This design comes from an exercise in tuning for small area, a short achievable clock period and few clock cycles on the open sky130 flow, not from production work.
At most, simulation tests tie the RTL to the original design; equivalence was not proved.
Power and IR drop assume default switching activity.

==> lagoon: inputs <==
Design CPU, start of the top module:
module CPU
(
    clk_i,
    rst_i,
    imem_addr_o,
    imem_data_i,
    mem_data_i,
    mem_ack_i,
    mem_data_o,
    mem_addr_o,
    mem_enable_o,
    mem_write_o,
    wb_valid_o,
    wb_rd_o,
    wb_data_o
);
==> flow/config.mk <==
export PLATFORM = sky130hd
export DESIGN_NAME = CPU
export DESIGN_NICKNAME = CPU
export VERILOG_FILES = /design/flow/design.v
export SDC_FILE = /design/flow/constraint.sdc
export NUM_CORES = 4
export LEC_CHECK = 0
export CAP_MARGIN = 20
export CORE_MARGIN = 2
export CORE_UTILIZATION = 40
export CTS_CLUSTER_DIAMETER = 100
export CTS_CLUSTER_SIZE = 30
export PLACE_DENSITY = 0.6
export SLEW_MARGIN = 20
==> flow/constraint.sdc <==
create_clock -name core_clock -period 15.0 [get_ports {clk_i}]
set_input_delay 3.0000 -clock core_clock [delete_from_list [all_inputs] [get_ports {clk_i}]]
set_output_delay 3.0000 -clock core_clock [all_outputs]
set_load 0.01 [all_outputs]
standard.sh (not shown) runs the stock make flow with config.mk's settings and CLKGATE_MAP_FILE= SYNTH_SCRIPT=/design/flow/synth_recipe.tcl, a recipe that flattens the netlist after the stock synthesis.
==> flow/flow/run.sh <==
#!/bin/bash
# Layout flow: the standard layout (standard.sh: the standard synthesis, floorplan, placement,
# CTS and routing at the design's clock period and SDC) with two changes:
#  - repair_timing is asked to leave a setup margin (flow/setup_margin.txt), so that it sizes and
#    buffers the critical paths beyond what the 15 ns clock needs;
#  - after placement's repair_design, flow/post_resize.tcl makes the port buffers buf_4 and runs
#    repair_timing on the placement.
# make's output goes to make_finish.log here; each ORFS step keeps its own log under orfs/logs/.
set -euo pipefail
cd "$(dirname "$0")/.."
MARGIN=$(cat flow/setup_margin.txt)
echo "standard layout with SETUP_SLACK_MARGIN=$MARGIN and flow/post_resize.tcl"
bash standard.sh finish SETUP_SLACK_MARGIN="$MARGIN" POST_RESIZE_TCL="$PWD/flow/post_resize.tcl" \
  > make_finish.log 2>&1 || { tail -50 make_finish.log; exit 1; }
tail -5 make_finish.log
ls -l out/final.def
==> flow/flow/post_resize.tcl <==
# Hook run by ORFS's resize step (POST_RESIZE_TCL), after repair_design on the global placement.
# 1. The port buffers that buffer_ports chose (the library's weakest buffer) become buf_4.
# 2. repair_timing with the setup margin the flow was given, on placement parasitics.
foreach inst [get_cells -quiet {input* output*}] {
  set ref [get_property $inst ref_name]
  if { [string match "sky130_fd_sc_hd__*buf*" $ref] && $ref != "sky130_fd_sc_hd__buf_4" } {
    replace_cell $inst sky130_fd_sc_hd__buf_4
  }
}
estimate_parasitics -placement
repair_timing -setup -setup_margin $::env(SETUP_SLACK_MARGIN) -repair_tns 100 -verbose
report_worst_slack -max
==> flow/flow/setup_margin.txt <==
9.8
==> garnet: changes against lagoon <==
--- a/flow/design.v
+++ b/flow/design.v
@@ -269,26 +269,16 @@
 reg  [4:0]  wb_dest;
 reg  [31:0] wb_data;
 reg         wb_done;
 always @(posedge clk_i) begin
     if (wb_dest != 5'd0)
         regs[wb_dest] <= wb_data;
 end
-reg  [31:0] rd_a, rd_b;
-integer k;
-always @(*) begin
-    rd_a = 32'd0;
-    rd_b = 32'd0;
-    for (k = 1; k < 32; k = k + 1) begin
-        rd_a = rd_a | (regs[k] & {32{id_rs == k}});
-        rd_b = rd_b | (regs[k] & {32{id_rt == k}});
-    end
-end
-wire [31:0] rf_a = (id_rs != 5'd0 && id_rs == wb_dest) ? wb_data : rd_a;
-wire [31:0] rf_b = (id_rt != 5'd0 && id_rt == wb_dest) ? wb_data : rd_b;
+wire [31:0] rf_a = (id_rs == 5'd0) ? 32'd0 : (id_rs == wb_dest) ? wb_data : regs[id_rs];
+wire [31:0] rf_b = (id_rt == 5'd0) ? 32'd0 : (id_rt == wb_dest) ? wb_data : regs[id_rt];
 reg  [4:0]  ex_dest;
 reg         ex_isLw, ex_isMul;
 reg  [4:0]  mem_dest;
 assign hazard = (ex_isLw | ex_isMul) && (ex_dest != 5'd0) &&
                 ((ex_dest == id_rs) || (id_useRt && ex_dest == id_rt));
 wire id_fa_m = (id_rs != 5'd0) && (id_rs == ex_dest);
 wire id_fa_w = (id_rs != 5'd0) && (id_rs == mem_dest);
==> flow/flow/run.sh (replaced) <==
#!/bin/bash
# Layout flow: the standard layout (standard.sh, unchanged synthesis, floorplan, placement,
# CTS and routing at the design's clock period and SDC), with repair_timing asked to leave a
# setup margin, so that it sizes and buffers the critical paths beyond the 15 ns the SDC needs.
# Each tool's output goes to make_finish.log here (and ORFS's own logs under orfs/logs/).
set -euo pipefail
cd "$(dirname "$0")/.."
MARGIN=$(cat flow/setup_margin.txt)
echo "standard layout with SETUP_SLACK_MARGIN=$MARGIN"
bash standard.sh finish SETUP_SLACK_MARGIN="$MARGIN" > make_finish.log 2>&1 || { tail -50 make_finish.log; exit 1; }
tail -5 make_finish.log
ls -l out/final.def
==> flow/flow/setup_margin.txt (replaced) <==
10
==> flow/config.mk (replaced) <==
export PLATFORM = sky130hd
export DESIGN_NAME = CPU
export DESIGN_NICKNAME = CPU
export VERILOG_FILES = /design/flow/design.v
export SDC_FILE = /design/flow/constraint.sdc
export NUM_CORES = 4
export LEC_CHECK = 0
export CAP_MARGIN = 20
export CORE_MARGIN = 2
export CORE_UTILIZATION = 40
export PLACE_DENSITY = 0.6
export SLEW_MARGIN = 20
removed: flow/flow/post_resize.tcl
==> cedar: changes against lagoon <==
--- a/flow/design.v
+++ b/flow/design.v
@@ -399,87 +399,95 @@
 reg          m_valid;
 reg          busy;           
 reg          busy_rd;        
 reg  [5:0]   pend_line;      
 reg  [8:0]   next_ld;        
 reg          mh_f, mh_m;     
 reg          mseq;           
-reg          xh_f, xh_m;     
 wire mem_op = mem_isLw | mem_isSw;
 wire f_fill  = mem_isSw & ~mh_f & mh_m & (~f_dirty | ~busy);
 wire ld_wait = mem_isLw & ~mh_f & ~mh_m;
 wire sw_wait = mem_isSw & ~mh_f & ~(mh_m & (~f_dirty | ~busy));
 assign stall = sw_wait | ld_wait;
+reg          req_en, req_wr;
+reg  [5:0]   req_line;
 wire req_seq = mem_isLw & ~mh_f & mh_m & mseq;
-wire req_ex  = (ex_isLw | ex_isSw) & ex_rs0 & ~xh_f & ~xh_m;
 wire pf_copy = ~busy & req_seq & ~f_dirty;         
 wire f_clean = ~busy & req_seq & f_dirty;          
-assign mem_enable_o = ~busy & (mem_op ? ~mh_f & (~mh_m | (mem_isSw & f_dirty) | (mem_isLw & mseq)) : req_ex);
-assign mem_write_o  = mem_op & mh_m & f_dirty;
-wire [5:0] rd_line  = ~mem_op ? ex_imm[10:5] : mh_m ? line + 6'd1 : line;
-assign mem_addr_o   = {21'd0, mem_write_o ? f_tag : rd_line, 5'd0};
+assign mem_enable_o = req_en;
+assign mem_write_o  = req_wr;
+assign mem_addr_o   = {21'd0, req_line, 5'd0};
 assign mem_data_o   = f_data;
 wire       rd_done = busy_rd & mem_ack_i;
+wire       busy_n  = req_en | (busy & ~mem_ack_i);
 wire       f_load  = f_fill | pf_copy;
 wire [5:0] f_tag_n = f_load ? line : f_tag;
 wire       f_val_n = f_valid | f_load;
+wire       f_dirty_n = f_fill | (mem_isSw & mh_f) | (f_dirty & ~f_clean);
+wire       isLw_n  = stall ? mem_isLw : ex_isLw;
+wire       isSw_n  = stall ? mem_isSw : ex_isSw;
 wire [5:0] line_n  = stall ? line : alu_res[10:5];
 wire [8:0] word_n  = stall ? mem_res[10:2] : alu_res[10:2];
+wire       xop_n   = stall ? (ex_isLw | ex_isSw) & ex_rs0 :
+                     ~(taken | hazard) & (id_isLw | id_isSw) & (id_rs == 5'd0);
 wire [5:0] xline_n = stall ? ex_imm[10:5] : id_imm[10:5];
 wire [8:0] next_ld_n = (mem_isLw & ~stall) ? mem_res[10:2] + 9'd1 : next_ld;
+wire       mh_f_n  = f_val_n & (f_tag_n == line_n);
+wire       mh_m_n  = rd_done ? (pend_line == line_n) : (m_valid & (m_tag == line_n));
+wire       mseq_n  = (word_n == next_ld_n);
+wire       xh_f_n  = f_val_n & (f_tag_n == xline_n);
+wire       xh_m_n  = rd_done ? (pend_line == xline_n) : (m_valid & (m_tag == xline_n));
+wire       op_n    = isLw_n | isSw_n;
+wire       wr_n    = op_n & mh_m_n & f_dirty_n;
+wire       en_n    = ~busy_n & (op_n ? ~mh_f_n & (~mh_m_n | (isSw_n & f_dirty_n) | (isLw_n & mseq_n))
+                                     : xop_n & ~xh_f_n & ~xh_m_n);
+wire [5:0] rline_n = wr_n ? f_tag_n : ~op_n ? xline_n : mh_m_n ? line_n + 6'd1 : line_n;
 always @(posedge clk_i or negedge rst_i) begin
     if (~rst_i) begin
         busy    <= 1'b0;
         busy_rd <= 1'b0;
         m_valid <= 1'b0;
         f_valid <= 1'b0;
         f_dirty <= 1'b0;
         next_ld <= 9'd0;
         mh_f    <= 1'b0;
         mh_m    <= 1'b0;
         mseq    <= 1'b0;
-        xh_f    <= 1'b0;
-        xh_m    <= 1'b0;
+        req_en  <= 1'b0;
+        req_wr  <= 1'b0;
     end
     else begin
-        if (mem_enable_o) begin
+        if (req_en) begin
             busy    <= 1'b1;
-            busy_rd <= ~mem_write_o;
+            busy_rd <= ~req_wr;
         end
         else if (mem_ack_i) begin
             busy    <= 1'b0;
             busy_rd <= 1'b0;
         end
         if (rd_done)
             m_valid <= 1'b1;
-        if (f_fill) begin
-            f_valid <= 1'b1;
-            f_dirty <= 1'b1;
-        end
-        else if (mem_isSw & mh_f)
-            f_dirty <= 1'b1;
-        else if (f_clean)
-            f_dirty <= 1'b0;
-        else if (pf_copy)
-            f_valid <= 1'b1;
+        f_valid <= f_val_n;
+        f_dirty <= f_dirty_n;
         next_ld <= next_ld_n;
-        mh_f    <= f_val_n & (f_tag_n == line_n);
-        mh_m    <= rd_done ? (pend_line == line_n) : (m_valid & (m_tag == line_n));
-        mseq    <= (word_n == next_ld_n);
-        xh_f    <= f_val_n & (f_tag_n == xline_n);
-        xh_m    <= rd_done ? (pend_line == xline_n) : (m_valid & (m_tag == xline_n));
+        mh_f    <= mh_f_n;
+        mh_m    <= mh_m_n;
+        mseq    <= mseq_n;
+        req_en  <= en_n;
+        req_wr  <= wr_n;
     end
 end
 always @(posedge clk_i) begin
     if (rd_done)
         m_tag <= pend_line;
-    if (mem_enable_o)
-        pend_line <= rd_line;
+    if (req_en)
+        pend_line <= req_line;
     if (f_load)
         f_tag <= line;
+    req_line <= rline_n;
 end
 genvar gw;
 generate
     for (gw = 0; gw < 8; gw = gw + 1) begin : g_fword
         wire sel = (woff == gw);
         always @(posedge clk_i) begin
             if (f_load | (mem_isSw & mh_f & sel))
==> summary.txt <==
Synthesized cell count: garnet < lagoon < cedar.
Against cedar, the area after synthesis of garnet is larger by about 5%.
lagoon never finished: it broke off in 3_4_place_resized. garnet passed the timing, DRC and antenna checks. cedar did not get past 3_4_place_resized.
==> figures <==
Share of Yosys cell area claimed by the top area cell type: cedar 49.03%; lagoon 49.14%; garnet 46.64%
Final weighted congestion of routability-driven global placement: cedar 1.003; lagoon 1.018; garnet 0.9770
Status: cedar did not finish; lagoon did not finish; garnet finished clean
Last stage reached: cedar 3_4_place_resized; lagoon 3_4_place_resized; garnet -
Area fraction in compound gates after synthesis: cedar 15.49%; lagoon 14.97%; garnet 7.690%
Post-synthesis async set-or-reset flop share: cedar 6.177%; lagoon 6.199%; garnet 6.199%
Simple-gate area share of the yosys netlist: cedar 6.831%; lagoon 6.667%; garnet 4.836%
Register area share after synthesis: cedar 54.09%; lagoon 54.08%; garnet 51.33%
Die Height: cedar 484.7 um; lagoon 484.2 um; garnet 496.8 um
Average size of a mapped cell: cedar 12.91 um^2; lagoon 13.01 um^2; garnet 14.30 um^2
Gate count of the mapped netlist: cedar 7161; lagoon 7090; garnet 6794
Starting density of the core: cedar 40.20%; lagoon 40.15%; garnet 40.32%
Die outline width: cedar 484.7 um; lagoon 484.2 um; garnet 496.8 um
Synth Area in Adders: cedar 6.839%; lagoon 6.852%; garnet 6.483%
Proportion of synthesized area in mux cells: cedar 8.415%; lagoon 9.016%; garnet 21.59%
Synthesized-area fraction occupied by xor and xnor cells: cedar 4.748%; lagoon 4.977%; garnet 4.810%
Number of storage elements in the synthesis netlist: cedar 1716; lagoon 1710; garnet 1710
No run of this note included a check of the RTL's function; only the layout flow was run.

==> job 5271 <==
Another version of the RTL of CPU (not shown whole).
Settings: LEC_CHECK=0, CAP_MARGIN=20, CORE_MARGIN=2, CORE_UTILIZATION=40, PLACE_DENSITY=0.6, SLEW_MARGIN=20; clock period 15.0 ns.
==> flow/flow/run.sh <==
#!/bin/bash
# Layout flow: the standard layout (standard.sh: the standard synthesis, floorplan, placement,
# CTS and routing at the design's clock period and SDC) with two changes:
#  - repair_timing is asked to leave a setup margin (flow/setup_margin.txt), so that it sizes and
#    buffers the critical paths beyond what the 15 ns clock needs;
#  - after placement's repair_design, flow/post_resize.tcl makes the port buffers buf_4 and runs
#    repair_timing on the placement.
# make's output goes to make_finish.log here; each ORFS step keeps its own log under orfs/logs/.
set -euo pipefail
cd "$(dirname "$0")/.."
MARGIN=$(cat flow/setup_margin.txt)
echo "standard layout with SETUP_SLACK_MARGIN=$MARGIN and flow/post_resize.tcl"
bash standard.sh finish SETUP_SLACK_MARGIN="$MARGIN" POST_RESIZE_TCL="$PWD/flow/post_resize.tcl" \
  > make_finish.log 2>&1 || { tail -50 make_finish.log; exit 1; }
tail -5 make_finish.log
ls -l out/final.def
==> flow/flow/post_resize.tcl <==
# Hook run by ORFS's resize step (POST_RESIZE_TCL), after repair_design on the global placement.
# 1. The port buffers that buffer_ports chose (the library's weakest buffer) become buf_4.
# 2. repair_timing with the setup margin the flow was given, on placement parasitics.
foreach inst [get_cells -quiet {input* output*}] {
  set ref [get_property $inst ref_name]
  if { [string match "sky130_fd_sc_hd__*buf*" $ref] && $ref != "sky130_fd_sc_hd__buf_4" } {
    replace_cell $inst sky130_fd_sc_hd__buf_4
  }
}
estimate_parasitics -placement
set fp [open [file join [file dirname [info script]] setup_margin.txt]]
set margin [string trim [read $fp]]
close $fp
repair_timing -setup -setup_margin $margin -repair_tns 100 -verbose
report_worst_slack -max
==> flow/flow/setup_margin.txt <==
10.3
==> job 3256 (differences from job 5271) <==
--- a/flow/design.v
+++ b/flow/design.v
@@ -412,29 +412,31 @@
 reg          mseq;           
 reg          sb_hm;          
 wire mem_op = mem_isLw | mem_isSw;
 reg          req_en, req_wr;
 reg  [5:0]   req_line;
-wire wr_now  = req_en & req_wr;                    
-wire sb_drain = sb_valid & sb_hm & ~busy_rd & (~f_dirty | wr_now) & ~(mem_isSw & mh_f);
-wire f_fill  = mem_isSw & ~mh_f & mh_m & ~sb_valid & ~busy_rd & (~f_dirty | wr_now);
+reg          req_sb;         
+reg          req_pf;         
+reg  [5:0]   pf_line;        
+wire sb_drain = sb_valid & sb_hm & ~busy_rd & (~f_dirty | (req_en & req_wr & req_sb));
+wire f_fill  = mem_isSw & ~mh_f & mh_m & ~sb_valid & ~busy_rd & ~f_dirty;
 wire sb_take = mem_isSw & ~mh_f & ~f_fill & ~msb & (~sb_valid | sb_drain);
 wire rd_me   = busy_rd & mem_ack_i & (pend_line == line);
 wire ld_wait = mem_isLw & (msb | (~mh_f & (~mh_m | busy_rd) & ~rd_me));
-wire sw_wait = mem_isSw & ~mh_f & ~f_fill & ~sb_take;
+wire sw_wait = mem_isSw & (mh_f ? sb_drain : ~f_fill & ~sb_take);
 assign stall = sw_wait | ld_wait;
-wire req_seq = mem_isLw & ~mh_f & mh_m & mseq & ~sb_valid;
-wire pf_copy = ~busy & req_seq & ~f_dirty;         
-wire f_clean = ~busy & req_seq & f_dirty;          
+wire seq_go  = mem_isLw & ~mh_f & mh_m & mseq & ~sb_valid & ~busy_rd;
+wire pf_copy = req_en & req_pf & ~req_wr & ~f_fill & ~(mem_isSw & mh_f);    
+wire f_clean = req_en & req_pf & req_wr;                                     
 assign mem_enable_o = req_en;
 assign mem_write_o  = req_wr;
 assign mem_addr_o   = {21'd0, req_line, 5'd0};
 assign mem_data_o   = f_data;
 wire       rd_done = busy_rd & mem_ack_i;
 wire       busy_n  = req_en | (busy & ~mem_ack_i);
 wire       f_load  = f_fill | pf_copy | sb_drain;
-wire [5:0] f_tag_n = sb_drain ? sb_line : (f_fill | pf_copy) ? line : f_tag;
+wire [5:0] f_tag_n = sb_drain ? sb_line : f_fill ? line : pf_copy ? pf_line : f_tag;
 wire       f_val_n = f_valid | f_load;
 wire       f_dirty_n = f_fill | sb_drain | (mem_isSw & mh_f) | (f_dirty & ~f_clean);
 wire       sb_val_n  = (sb_valid & ~sb_drain) | sb_take;
 wire [5:0] sb_line_n = sb_take ? line : sb_line;
 wire       isLw_n  = stall ? mem_isLw : ex_isLw;
@@ -442,26 +444,32 @@
 wire [5:0] line_n  = stall ? line : alu_res[10:5];
 wire [8:0] word_n  = stall ? mem_res[10:2] : alu_res[10:2];
 wire       xop_n   = stall ? (ex_isLw | ex_isSw) & ex_rs0 :
                      ~(taken | hazard) & (id_isLw | id_isSw) & (id_rs == 5'd0);
 wire [5:0] xline_n = stall ? ex_imm[10:5] : id_imm[10:5];
+wire       if_memop = ((imem_data_i[31:26] == 6'b100011) | (imem_data_i[31:26] == 6'b101011)) &
+                      (imem_data_i[25:21] == 5'd0);
+wire       iop_n   = (stall | hazard) ? (id_isLw | id_isSw) & (id_rs == 5'd0) : ~taken & if_memop;
+wire [5:0] iline_n = (stall | hazard) ? id_imm[10:5] : imem_data_i[10:5];
 wire [8:0] next_ld_n = (mem_isLw & ~stall) ? mem_res[10:2] + 9'd1 : next_ld;
 wire       mh_f_n  = f_val_n & (f_tag_n == line_n);
 wire       mh_m_n  = rd_done ? (pend_line == line_n) : (m_valid & (m_tag == line_n));
 wire       msb_n   = sb_val_n & (sb_line_n == line_n);
 wire       mseq_n  = (word_n == next_ld_n);
 wire       sb_hm_n = rd_done ? (pend_line == sb_line_n) : (m_valid & (m_tag == sb_line_n));
 wire       xh_f_n  = f_val_n & (f_tag_n == xline_n);
 wire       xh_m_n  = rd_done ? (pend_line == xline_n) : (m_valid & (m_tag == xline_n));
+wire       ih_f_n  = f_val_n & (f_tag_n == iline_n);
+wire       ih_m_n  = rd_done ? (pend_line == iline_n) : (m_valid & (m_tag == iline_n));
+wire       xreq_n  = xop_n & ~xh_f_n & ~xh_m_n;
 wire       op_n    = isLw_n | isSw_n;
-wire       sbw_n   = sb_hm_n & f_dirty_n & ~(isSw_n & mh_f_n);
-wire       need_n  = op_n & ~mh_f_n & (~mh_m_n | (isSw_n & f_dirty_n) | (isLw_n & mseq_n));
-wire       wr_n    = sb_val_n ? sbw_n : need_n & mh_m_n & f_dirty_n;
-wire       en_n    = ~busy_n & (sb_val_n ? ~sb_hm_n | sbw_n :
-                                need_n | (xop_n & ~xh_f_n & ~xh_m_n));
-wire [5:0] rline_n = wr_n ? f_tag_n : sb_val_n ? sb_line_n : ~need_n ? xline_n :
-                     mh_m_n ? line_n + 6'd1 : line_n;
+wire       pf_n    = ~sb_val_n & seq_go;
+wire       wr_n    = sb_val_n ? sb_hm_n & f_dirty_n : pf_n & f_dirty_n;
+wire       en_n    = ~busy_n & (sb_val_n ? ~sb_hm_n | f_dirty_n :
+                                pf_n | (op_n ? ~mh_f_n & ~mh_m_n : xreq_n | (iop_n & ~ih_f_n & ~ih_m_n)));
+wire [5:0] rline_n = wr_n ? f_tag_n : sb_val_n ? sb_line_n : pf_n ? line + 6'd1 :
+                     op_n ? line_n : xreq_n ? xline_n : iline_n;
 always @(posedge clk_i or negedge rst_i) begin
     if (~rst_i) begin
         busy     <= 1'b0;
         busy_rd  <= 1'b0;
         m_valid  <= 1'b0;
@@ -474,10 +482,12 @@
         msb      <= 1'b0;
         mseq     <= 1'b0;
         sb_hm    <= 1'b0;
         req_en   <= 1'b0;
         req_wr   <= 1'b0;
+        req_sb   <= 1'b0;
+        req_pf   <= 1'b0;
     end
     else begin
         if (req_en) begin
             busy    <= 1'b1;
             busy_rd <= ~req_wr;
@@ -497,20 +507,24 @@
         msb      <= msb_n;
         mseq     <= mseq_n;
         sb_hm    <= sb_hm_n;
         req_en   <= en_n;
         req_wr   <= wr_n;
+        req_sb   <= sb_val_n;
+        req_pf   <= pf_n;
     end
 end
 always @(posedge clk_i) begin
     if (rd_done)
         m_tag <= pend_line;
     if (req_en)
         pend_line <= req_line;
     if (f_load)
         f_tag <= f_tag_n;
     req_line <= rline_n;
+    if (seq_go)
+        pf_line <= line;
     if (sb_take) begin
         sb_line <= line;
         sb_woff <= woff;
         sb_data <= mem_sd;
     end
--- a/flow/flow/run.sh
+++ b/flow/flow/run.sh
@@ -1,11 +1,12 @@
 #!/bin/bash
 # Layout flow: the standard layout (standard.sh: the standard synthesis, floorplan, placement,
 # CTS and routing at the design's clock period and SDC) with two changes:
 #  - repair_timing is asked to leave a setup margin (flow/setup_margin.txt), so that it sizes and
 #    buffers the critical paths beyond what the 15 ns clock needs;
-#  - after placement's repair_design, flow/post_resize.tcl makes the port buffers buf_4 and runs
+#  - after placement's repair_design, flow/post_resize.tcl resizes the port buffers (buf_4, or
+#    buf_1 on the wide data inputs) and runs
 #    repair_timing on the placement.
 # make's output goes to make_finish.log here; each ORFS step keeps its own log under orfs/logs/.
 set -euo pipefail
 cd "$(dirname "$0")/.."
 MARGIN=$(cat flow/setup_margin.txt)
==> flow/flow/post_resize.tcl (replaced) <==
# Hook run by ORFS's resize step (POST_RESIZE_TCL), after repair_design on the global placement.
# 1. The port buffers that buffer_ports chose (the library's weakest buffer, a delay cell) become
#    buf_4, or buf_1 on the wide data inputs, which have time to spare.
# 2. repair_timing with the setup margin in setup_margin.txt, on placement parasitics.
foreach inst [get_cells -quiet {input* output*}] {
  set ref [get_property $inst ref_name]
  if { ![string match "sky130_fd_sc_hd__*buf*" $ref] } { continue }
  set want sky130_fd_sc_hd__buf_4
  foreach pin [get_pins -of_objects $inst -filter "direction==input"] {
    foreach p [get_ports -quiet -of_objects [get_nets -of_objects $pin]] {
      if { [string match "mem_data_i*" [get_name $p]] || [string match "imem_data_i*" [get_name $p]] } {
        set want sky130_fd_sc_hd__buf_1
      }
    }
  }
  if { $ref != $want } {
    replace_cell $inst $want
  }
}
estimate_parasitics -placement
set fp [open [file join [file dirname [info script]] setup_margin.txt]]
set margin [string trim [read $fp]]
close $fp
repair_timing -setup -setup_margin $margin -repair_tns 100 -verbose
report_worst_slack -max
Settings changed: CTS_CLUSTER_DIAMETER set to 60, CTS_CLUSTER_SIZE set to 20.
==> job 2816 (differences from job 5271) <==
--- a/flow/design.v
+++ b/flow/design.v
@@ -412,29 +412,31 @@
 reg          mseq;           
 reg          sb_hm;          
 wire mem_op = mem_isLw | mem_isSw;
 reg          req_en, req_wr;
 reg  [5:0]   req_line;
-wire wr_now  = req_en & req_wr;                    
-wire sb_drain = sb_valid & sb_hm & ~busy_rd & (~f_dirty | wr_now) & ~(mem_isSw & mh_f);
-wire f_fill  = mem_isSw & ~mh_f & mh_m & ~sb_valid & ~busy_rd & (~f_dirty | wr_now);
+reg          req_sb;         
+reg          req_pf;         
+reg  [5:0]   pf_line;        
+wire sb_drain = sb_valid & sb_hm & ~busy_rd & (~f_dirty | (req_en & req_wr & req_sb));
+wire f_fill  = mem_isSw & ~mh_f & mh_m & ~sb_valid & ~busy_rd & ~f_dirty;
 wire sb_take = mem_isSw & ~mh_f & ~f_fill & ~msb & (~sb_valid | sb_drain);
 wire rd_me   = busy_rd & mem_ack_i & (pend_line == line);
 wire ld_wait = mem_isLw & (msb | (~mh_f & (~mh_m | busy_rd) & ~rd_me));
-wire sw_wait = mem_isSw & ~mh_f & ~f_fill & ~sb_take;
+wire sw_wait = mem_isSw & (mh_f ? sb_drain : ~f_fill & ~sb_take);
 assign stall = sw_wait | ld_wait;
-wire req_seq = mem_isLw & ~mh_f & mh_m & mseq & ~sb_valid;
-wire pf_copy = ~busy & req_seq & ~f_dirty;         
-wire f_clean = ~busy & req_seq & f_dirty;          
+wire seq_go  = mem_isLw & ~mh_f & mh_m & mseq & ~sb_valid & ~busy_rd;
+wire pf_copy = req_en & req_pf & ~req_wr & ~f_fill & ~(mem_isSw & mh_f);    
+wire f_clean = req_en & req_pf & req_wr;                                     
 assign mem_enable_o = req_en;
 assign mem_write_o  = req_wr;
 assign mem_addr_o   = {21'd0, req_line, 5'd0};
 assign mem_data_o   = f_data;
 wire       rd_done = busy_rd & mem_ack_i;
 wire       busy_n  = req_en | (busy & ~mem_ack_i);
 wire       f_load  = f_fill | pf_copy | sb_drain;
-wire [5:0] f_tag_n = sb_drain ? sb_line : (f_fill | pf_copy) ? line : f_tag;
+wire [5:0] f_tag_n = sb_drain ? sb_line : f_fill ? line : pf_copy ? pf_line : f_tag;
 wire       f_val_n = f_valid | f_load;
 wire       f_dirty_n = f_fill | sb_drain | (mem_isSw & mh_f) | (f_dirty & ~f_clean);
 wire       sb_val_n  = (sb_valid & ~sb_drain) | sb_take;
 wire [5:0] sb_line_n = sb_take ? line : sb_line;
 wire       isLw_n  = stall ? mem_isLw : ex_isLw;
@@ -451,17 +453,16 @@
 wire       mseq_n  = (word_n == next_ld_n);
 wire       sb_hm_n = rd_done ? (pend_line == sb_line_n) : (m_valid & (m_tag == sb_line_n));
 wire       xh_f_n  = f_val_n & (f_tag_n == xline_n);
 wire       xh_m_n  = rd_done ? (pend_line == xline_n) : (m_valid & (m_tag == xline_n));
 wire       op_n    = isLw_n | isSw_n;
-wire       sbw_n   = sb_hm_n & f_dirty_n & ~(isSw_n & mh_f_n);
-wire       need_n  = op_n & ~mh_f_n & (~mh_m_n | (isSw_n & f_dirty_n) | (isLw_n & mseq_n));
-wire       wr_n    = sb_val_n ? sbw_n : need_n & mh_m_n & f_dirty_n;
-wire       en_n    = ~busy_n & (sb_val_n ? ~sb_hm_n | sbw_n :
-                                need_n | (xop_n & ~xh_f_n & ~xh_m_n));
-wire [5:0] rline_n = wr_n ? f_tag_n : sb_val_n ? sb_line_n : ~need_n ? xline_n :
-                     mh_m_n ? line_n + 6'd1 : line_n;
+wire       pf_n    = ~sb_val_n & seq_go;
+wire       wr_n    = sb_val_n ? sb_hm_n & f_dirty_n : pf_n & f_dirty_n;
+wire       en_n    = ~busy_n & (sb_val_n ? ~sb_hm_n | f_dirty_n :
+                                pf_n | (op_n ? ~mh_f_n & ~mh_m_n : xop_n & ~xh_f_n & ~xh_m_n));
+wire [5:0] rline_n = wr_n ? f_tag_n : sb_val_n ? sb_line_n : pf_n ? line + 6'd1 :
+                     op_n ? line_n : xline_n;
 always @(posedge clk_i or negedge rst_i) begin
     if (~rst_i) begin
         busy     <= 1'b0;
         busy_rd  <= 1'b0;
         m_valid  <= 1'b0;
@@ -474,10 +475,12 @@
         msb      <= 1'b0;
         mseq     <= 1'b0;
         sb_hm    <= 1'b0;
         req_en   <= 1'b0;
         req_wr   <= 1'b0;
+        req_sb   <= 1'b0;
+        req_pf   <= 1'b0;
     end
     else begin
         if (req_en) begin
             busy    <= 1'b1;
             busy_rd <= ~req_wr;
@@ -497,20 +500,24 @@
         msb      <= msb_n;
         mseq     <= mseq_n;
         sb_hm    <= sb_hm_n;
         req_en   <= en_n;
         req_wr   <= wr_n;
+        req_sb   <= sb_val_n;
+        req_pf   <= pf_n;
     end
 end
 always @(posedge clk_i) begin
     if (rd_done)
         m_tag <= pend_line;
     if (req_en)
         pend_line <= req_line;
     if (f_load)
         f_tag <= f_tag_n;
     req_line <= rline_n;
+    if (seq_go)
+        pf_line <= line;
     if (sb_take) begin
         sb_line <= line;
         sb_woff <= woff;
         sb_data <= mem_sd;
     end
==> flow/flow/post_resize.tcl (replaced) <==
# Hook run by ORFS's resize step (POST_RESIZE_TCL), after repair_design on the global placement.
# 1. The port buffers that buffer_ports chose (the library's weakest buffer, a delay cell) become
#    buf_4, or buf_1 on the wide data inputs, which have time to spare.
# 2. repair_timing with the setup margin in setup_margin.txt, on placement parasitics.
foreach inst [get_cells -quiet {input* output*}] {
  set ref [get_property $inst ref_name]
  if { ![string match "sky130_fd_sc_hd__*buf*" $ref] } { continue }
  set want sky130_fd_sc_hd__buf_4
  foreach pin [get_pins -of_objects $inst -filter "direction==input"] {
    foreach p [get_ports -quiet -of_objects [get_nets -of_objects $pin]] {
      if { [string match "mem_data_i*" [get_name $p]] || [string match "imem_data_i*" [get_name $p]] } {
        set want sky130_fd_sc_hd__buf_1
      }
    }
  }
  if { $ref != $want } {
    replace_cell $inst $want
  }
}
estimate_parasitics -placement
set fp [open [file join [file dirname [info script]] setup_margin.txt]]
set margin [string trim [read $fp]]
close $fp
repair_timing -setup -setup_margin $margin -repair_tns 100 -verbose
report_worst_slack -max
==> flow/flow/setup_margin.txt (replaced) <==
10.6
==> flow_metrics.tcl <==
set metrics [dict create \
    status "timing/DRC/antenna clean" \
    ys_async_sr_fraction_pct 6.15 \
    nNonClkInverters 352 \
    grt_pass1_vias 77200 \
    nWellTaps 3185 \
    start_util_pct 40.1 \
    path_depth 15 \
    slew_headroom_pct 17.3 \
    p_leak_nw 41.6 \
    sw_frac_of_total_pct 43.5 \
    pwr-share-seq_pct 31.7 \
    synth_compound_area_share_pct 16.7 \
    clk_pin_slew_ns 0.07 \
    drive_gt1_share_pct 20.9 \
]
The numbers above come from job 3256.

==> flow_metrics.tcl <==
set metrics [dict create \
    sw_frac_of_total_pct 43.2 \
    p_leak_nw 42.4 \
    start_util_pct 40.1 \
    path_depth 17 \
    grt_pass1_vias 76100 \
    slew_headroom_pct 12.9 \
    status "timing/DRC/antenna clean" \
    nWellTaps 3167 \
    ys_async_sr_fraction_pct 6.11 \
    nNonClkInverters 329 \
    drive_gt1_share_pct 24.0 \
]
The numbers above come from job 5271.

==> flow_metrics.tcl <==
set metrics [dict create \
    status "timing/DRC/antenna clean" \
    drive_gt1_share_pct 25.2 \
    slew_headroom_pct 4.77 \
    nWellTaps 3167 \
    sw_frac_of_total_pct 35.6 \
    start_util_pct 40.2 \
    path_depth 13 \
    r2r-end "ex_b[2]" \
    synth_compound_area_share_pct 16.0 \
    pwr-share-seq_pct 37.1 \
    gp_congestion 1.06 \
    clk-insertion-delay-late_ns 0.89 \
    grt_pass1_vias 78100 \
]
The numbers above come from job 2816.

Testbench counts of job 5271, summed over its fixed seeds: cycles 55,981.
Testbench counts of job 3256, summed over its fixed seeds: cycles 55,864.
Testbench counts of job 2816, summed over its fixed seeds: cycles 56,484.

[re-timing with driven ports]
In the flow no input, the clock included, has a driving cell. The finished layouts below were timed again as built, in two steps. Step 1, drivers: a clkbuf_16 drives clk_i and a buf_2 each remaining input, both assumed. Step 2 moves the port delays by t, midway between the first and last clock arrival at a register: inputs arrive t later, outputs are due t later. That takes back most of the time a late clock gives input paths. Slacks: ideal ports / drivers / drivers and shift; pairs: ideal ports / drivers.
| run | t, ns | slack for setup (ns) | worst slew at a driven data input, ns |
|---|---|---|---|
| garnet | 0.932 | 9.322 / 9.231 / 9.143 | 0.27 |
| job 5271 | 0.968 | 9.755 / 9.797 / 8.828 | 0.33 |
| job 3256 | 0.940 | 9.970 / 9.987 / 9.047 | 0.46 |
| job 2816 | 0.953 | 10.230 / 10.255 / 9.303 | 0.34 |
After both steps every run listed still meets setup and hold.
